Background: an optimization exercise with open tools, aiming at small area and a short achievable clock period. Do not read the settings as production practice.
At most, simulation tests tie the RTL to the original design; equivalence was not proved.

## before
## ROTATING_VECTORING
module ROTATING_VECTORING(clk, xi, yi, xf, yf);
  input clk;
  input [15:0] xi, yi;
  output [15:0] xf, yf;
  reg [7:0] E;
  wire ad1_m = ~(1'b1);
  wire ad1_p0 = xi[0] ^ (yi[0] ^ ad1_m);
  wire ad1_p1 = xi[1] ^ (yi[1] ^ ad1_m);
  wire ad1_p2 = xi[2] ^ (yi[2] ^ ad1_m);
  wire ad1_p3 = xi[3] ^ (yi[3] ^ ad1_m);
  wire ad1_p4 = xi[4] ^ (yi[4] ^ ad1_m);
  wire ad1_p5 = xi[5] ^ (yi[5] ^ ad1_m);
  wire ad1_p6 = xi[6] ^ (yi[6] ^ ad1_m);
  wire ad1_p7 = xi[7] ^ (yi[7] ^ ad1_m);
  wire ad1_p8 = xi[8] ^ (yi[8] ^ ad1_m);
  wire ad1_p9 = xi[9] ^ (yi[9] ^ ad1_m);
  wire ad1_p10 = xi[10] ^ (yi[10] ^ ad1_m);
  wire ad1_p11 = xi[11] ^ (yi[11] ^ ad1_m);
  wire ad1_p12 = xi[12] ^ (yi[12] ^ ad1_m);
  wire ad1_p13 = xi[13] ^ (yi[13] ^ ad1_m);
  wire ad1_p14 = xi[14] ^ (yi[14] ^ ad1_m);
  wire ad1_p15 = xi[15] ^ (yi[15] ^ ad1_m);
  wire ad1_g0_0 = (xi[0] & (yi[0] ^ ad1_m)) | (ad1_p0 & (1'b0 ^ ad1_m));
  wire ad1_g1_0 = xi[1] & (yi[1] ^ ad1_m);
  wire ad1_g2_0 = xi[2] & (yi[2] ^ ad1_m);
  wire ad1_g3_0 = xi[3] & (yi[3] ^ ad1_m);
  wire ad1_g4_0 = xi[4] & (yi[4] ^ ad1_m);
  wire ad1_g5_0 = xi[5] & (yi[5] ^ ad1_m);
  wire ad1_g6_0 = xi[6] & (yi[6] ^ ad1_m);
  wire ad1_g7_0 = xi[7] & (yi[7] ^ ad1_m);
  wire ad1_g8_0 = xi[8] & (yi[8] ^ ad1_m);
  wire ad1_g9_0 = xi[9] & (yi[9] ^ ad1_m);
  wire ad1_g10_0 = xi[10] & (yi[10] ^ ad1_m);
  wire ad1_g11_0 = xi[11] & (yi[11] ^ ad1_m);
  wire ad1_g12_0 = xi[12] & (yi[12] ^ ad1_m);
  wire ad1_g13_0 = xi[13] & (yi[13] ^ ad1_m);
  wire ad1_g14_0 = xi[14] & (yi[14] ^ ad1_m);
  wire ad1_g15_0 = xi[15] & (yi[15] ^ ad1_m);
  wire ad1_g1_1 = ad1_g1_0 | (ad1_p1 & ad1_g0_0);
  wire ad1_pp1_1 = ad1_p1 & ad1_p0;
  wire ad1_g3_1 = ad1_g3_0 | (ad1_p3 & ad1_g2_0);
  wire ad1_pp3_1 = ad1_p3 & ad1_p2;
  wire ad1_g5_1 = ad1_g5_0 | (ad1_p5 & ad1_g4_0);
  wire ad1_pp5_1 = ad1_p5 & ad1_p4;
  wire ad1_g7_1 = ad1_g7_0 | (ad1_p7 & ad1_g6_0);
  wire ad1_pp7_1 = ad1_p7 & ad1_p6;
  wire ad1_g9_1 = ad1_g9_0 | (ad1_p9 & ad1_g8_0);
  wire ad1_pp9_1 = ad1_p9 & ad1_p8;
  wire ad1_g11_1 = ad1_g11_0 | (ad1_p11 & ad1_g10_0);
  wire ad1_pp11_1 = ad1_p11 & ad1_p10;
  wire ad1_g13_1 = ad1_g13_0 | (ad1_p13 & ad1_g12_0);
  ...
clock: 8.0 ns
lec_check: 0
abc_area: 1
cap_margin: 20
core_margin: 2
core_utilization: 40
setup_slack_margin: 5
slew_margin: 20
run.sh (not shown) runs the stock make flow with config.mk's settings and CLKGATE_MAP_FILE= SYNTH_SCRIPT=/design/flow/synth_recipe.tcl, a recipe that flattens the netlist after the stock synthesis.
Every stage of the flow completed for before, and the final layout passed the timing, DRC and antenna checks.
Changes in after relative to before:
Settings: CTS_CLUSTER_SIZE now 24, previously not set; PLACE_DENSITY now 0.75, previously not set; CTS_CLUSTER_DIAMETER now 100, previously not set.
Notes after the runs:
- Comparing after and before, met2 demand-to-capacity share in global routing is lower on after.
- before -> after: worst setup slack for register-to-register paths flat
- Synthesis-to-layout area growth (after over before): decrease, 4.4 points
- When after is measured against before, its initial antenna violation count turns out 1 lower.
- Relative to before, clock period minus final worst setup slack increased by 0.018 ns in after.
- [compare] base=before new=after: final RePlAce weighted congestion has increased.
Function was not checked in any run of this note: the RTL went through the layout flow alone.

Setup of job 101:
Another version of the RTL of ROTATING_VECTORING (not shown whole).
For scale: roughly 480 flip-flops, ~65 I/O pins.
Design ROTATING_VECTORING, start of the top module:
module ROTATING_VECTORING(clk, xi, yi, xf, yf);
  input clk;
  input [15:0] xi, yi;
  output [15:0] xf, yf;
  reg [7:0] E;
  wire ad1_m = ~(1'b1);
  wire ad1_p0 = xi[0] ^ (yi[0] ^ ad1_m);
  wire ad1_p1 = xi[1] ^ (yi[1] ^ ad1_m);
  wire ad1_p2 = xi[2] ^ (yi[2] ^ ad1_m);
  wire ad1_p3 = xi[3] ^ (yi[3] ^ ad1_m);
  wire ad1_p4 = xi[4] ^ (yi[4] ^ ad1_m);
  wire ad1_p5 = xi[5] ^ (yi[5] ^ ad1_m);
  wire ad1_p6 = xi[6] ^ (yi[6] ^ ad1_m);
  wire ad1_p7 = xi[7] ^ (yi[7] ^ ad1_m);
  wire ad1_p8 = xi[8] ^ (yi[8] ^ ad1_m);
  wire ad1_p9 = xi[9] ^ (yi[9] ^ ad1_m);
  wire ad1_p10 = xi[10] ^ (yi[10] ^ ad1_m);
  wire ad1_p11 = xi[11] ^ (yi[11] ^ ad1_m);
  wire ad1_p12 = xi[12] ^ (yi[12] ^ ad1_m);
  wire ad1_p13 = xi[13] ^ (yi[13] ^ ad1_m);
  wire ad1_p14 = xi[14] ^ (yi[14] ^ ad1_m);
  wire ad1_p15 = xi[15] ^ (yi[15] ^ ad1_m);
  wire ad1_g0_0 = (xi[0] & (yi[0] ^ ad1_m)) | (ad1_p0 & (1'b0 ^ ad1_m));
  wire ad1_g1_0 = xi[1] & (yi[1] ^ ad1_m);
  wire ad1_g2_0 = xi[2] & (yi[2] ^ ad1_m);
  wire ad1_g3_0 = xi[3] & (yi[3] ^ ad1_m);
  wire ad1_g4_0 = xi[4] & (yi[4] ^ ad1_m);
  wire ad1_g5_0 = xi[5] & (yi[5] ^ ad1_m);
  wire ad1_g6_0 = xi[6] & (yi[6] ^ ad1_m);
  wire ad1_g7_0 = xi[7] & (yi[7] ^ ad1_m);
  wire ad1_g8_0 = xi[8] & (yi[8] ^ ad1_m);
  wire ad1_g9_0 = xi[9] & (yi[9] ^ ad1_m);
  wire ad1_g10_0 = xi[10] & (yi[10] ^ ad1_m);
  ...
Settings: LEC_CHECK=0, ABC_AREA=1, CAP_MARGIN=20, CORE_MARGIN=2, CORE_UTILIZATION=40, CTS_CLUSTER_DIAMETER=100, CTS_CLUSTER_SIZE=24, PLACE_DENSITY=0.75, SETUP_SLACK_MARGIN=5, SLEW_MARGIN=20; clock period 8.0 ns.
Setup changes, job 101 to job 102
Settings: setting TNS_END_PERCENT to 50 for the first time.
Results
- Job 102 completed; timing, DRC and antenna clean
- Fmax for job 102: 6.6 MHz down relative to job 101
- Delta (job 102 minus job 101): clock insertion delay at the later pin of the skew report held steady, detailed-routing wirelength on met1 held steady, worst hold slack held steady.
- Cell count: job 101 vs job 102, no meaningful difference
- Comparing worst setup slack for job 101 and job 102, the bigger number came from job 101.
- Job 101 vs job 102, end of the critical path: ry6[9]$_DFF_P_ vs yf[2]
Edits applied to the flow inputs when going from job 102 to job 103:
Settings: CTS_CLUSTER_SIZE: 24 -> 30; TNS_END_PERCENT: 50 -> unset.
--- outcome ---
Routed wire length, job 102 and job 103, higher one = job 103. [compare] base=job 102 new=job 103: fmax increased by 1.5% relative to the old numbers; average wire length per cell after detail routing grew by about 0.9%. Comparing job 102 with job 103, the post-layout instance area came out essentially unchanged. From job 102 to job 103 the numbers moved as follows: register-to-register slack now smaller, hold slack higher.
The following lists how job 104 was set up differently from job 103:
Settings: CTS_CLUSTER_SIZE: 30 -> 24; CTS_CLUSTER_DIAMETER: 100 -> unset.
==> comparison <==
Job 104 vs. job 103: post-layout worst setup margin stayed essentially flat, total number of cells along the worst setup path shows a reduction of 2.
From job 103 to job 104 the numbers moved as follows: final cell area excluding filler cells increased about 3%, utilization went up, met3 layer usage reported by global route increased 0.67 points.
The per-instance average area after synthesis was comparable across job 104 and job 103.
Between job 103 and job 104, the area share of buffers outside the clock network figures differ only marginally.

ROTATING_VECTORING, a different RTL version from the one above (not shown whole).
For scale: about 3500 cells after synthesis, ~480 flip-flops, ~31000 um^2 of cells after synthesis.
## ROTATING_VECTORING
module ROTATING_VECTORING(clk, xi, yi, xf, yf);
  input clk;
  input [15:0] xi, yi;
  output [15:0] xf, yf;
  reg [7:0] E;
  wire ad1_m = ~(1'b1);
  wire ad1_p0 = xi[0] ^ (yi[0] ^ ad1_m);
  wire ad1_p1 = xi[1] ^ (yi[1] ^ ad1_m);
  wire ad1_p2 = xi[2] ^ (yi[2] ^ ad1_m);
  wire ad1_p3 = xi[3] ^ (yi[3] ^ ad1_m);
  wire ad1_p4 = xi[4] ^ (yi[4] ^ ad1_m);
  wire ad1_p5 = xi[5] ^ (yi[5] ^ ad1_m);
  wire ad1_p6 = xi[6] ^ (yi[6] ^ ad1_m);
  wire ad1_p7 = xi[7] ^ (yi[7] ^ ad1_m);
  wire ad1_p8 = xi[8] ^ (yi[8] ^ ad1_m);
  wire ad1_p9 = xi[9] ^ (yi[9] ^ ad1_m);
  wire ad1_p10 = xi[10] ^ (yi[10] ^ ad1_m);
  wire ad1_p11 = xi[11] ^ (yi[11] ^ ad1_m);
  wire ad1_p12 = xi[12] ^ (yi[12] ^ ad1_m);
  wire ad1_p13 = xi[13] ^ (yi[13] ^ ad1_m);
  wire ad1_p14 = xi[14] ^ (yi[14] ^ ad1_m);
  wire ad1_p15 = xi[15] ^ (yi[15] ^ ad1_m);
  wire ad1_g0_0 = (xi[0] & (yi[0] ^ ad1_m)) | (ad1_p0 & (1'b0 ^ ad1_m));
  wire ad1_g1_0 = xi[1] & (yi[1] ^ ad1_m);
  wire ad1_g2_0 = xi[2] & (yi[2] ^ ad1_m);
  wire ad1_g3_0 = xi[3] & (yi[3] ^ ad1_m);
  wire ad1_g4_0 = xi[4] & (yi[4] ^ ad1_m);
  wire ad1_g5_0 = xi[5] & (yi[5] ^ ad1_m);
  wire ad1_g6_0 = xi[6] & (yi[6] ^ ad1_m);
  wire ad1_g7_0 = xi[7] & (yi[7] ^ ad1_m);
  wire ad1_g8_0 = xi[8] & (yi[8] ^ ad1_m);
  wire ad1_g9_0 = xi[9] & (yi[9] ^ ad1_m);
  wire ad1_g10_0 = xi[10] & (yi[10] ^ ad1_m);
  wire ad1_g11_0 = xi[11] & (yi[11] ^ ad1_m);
  wire ad1_g12_0 = xi[12] & (yi[12] ^ ad1_m);
  wire ad1_g13_0 = xi[13] & (yi[13] ^ ad1_m);
  wire ad1_g14_0 = xi[14] & (yi[14] ^ ad1_m);
  ...
export LEC_CHECK = 0
export ABC_AREA = 1
export CAP_MARGIN = 20
export CORE_MARGIN = 2
export CORE_UTILIZATION = 55
export SETUP_SLACK_MARGIN = 5
export SLEW_MARGIN = 20
create_clock -name core_clock -period 8.0 [get_ports {clk}]
Then changed:
--- a/flow/config.mk
+++ b/flow/config.mk
@@ -10,4 +10,5 @@
 export CORE_MARGIN = 2
-export CORE_UTILIZATION = 55
+export CORE_UTILIZATION = 40
 export SETUP_SLACK_MARGIN = 5
 export SLEW_MARGIN = 20
+export TNS_END_PERCENT = 0
Effect: The changed run passed the timing, DRC and antenna checks. Worst setup slack degrades by 0.081 ns. Routed wire length is lower by 7.8%. Via count is lower by about 4.7%. Clock-buffer cell count is higher by 3. Clock skew is higher by 0.0033 ns. Worst hold slack degrades by 0.013 ns. Utilization is lower by 17 points. Maximum frequency is lower by 2.7%.

==> separate check: timing with driven ports <==
The results above use ideal ports. As a check the final layouts listed here were re-extracted and re-timed, cells and wires unchanged.
Step 1, drivers: a clkbuf_16 drives clk and a buf_2 each remaining input, both assumed.
Step 2 times the ports against the registers' clock, not the clock port: input delays grow and output delays shrink by t, the midpoint of the rising clock arrivals with the driver on.
Three values: ideal ports, drivers, drivers and shift; two values: the first two.
run	t, ns	setup WS [ns]	latest minus earliest clock arrival (ns)	slew at the worst register clock pin (ns)
before	0.663	5.032 / 5.033 / 4.402	0.033 / 0.033	0.06 / 0.06
after	0.625	5.014 / 5.039 / 4.426	0.025 / 0.026	0.10 / 0.10
job 101	0.653	5.036 / 5.036 / 4.453	0.025 / 0.025	0.10 / 0.10
job 102	0.627	4.978 / 4.922 / 4.423	0.028 / 0.029	0.10 / 0.10
job 103	0.640	5.023 / 5.023 / 4.486	0.049 / 0.050	0.12 / 0.12
job 104	0.672	5.025 / 5.025 / 4.444	0.031 / 0.031	0.06 / 0.06
the first run of note 3	0.655	5.024 / 5.024 / 4.463	0.024 / 0.024	0.07 / 0.07
the second run of note 3	0.663	4.943 / 4.881 / 4.348	0.029 / 0.028	0.06 / 0.06
After both steps every run listed still meets setup and hold. For before, which loses most, drivers alone change the setup slack by +0.001 ns; drivers and shift together by -0.630 ns.
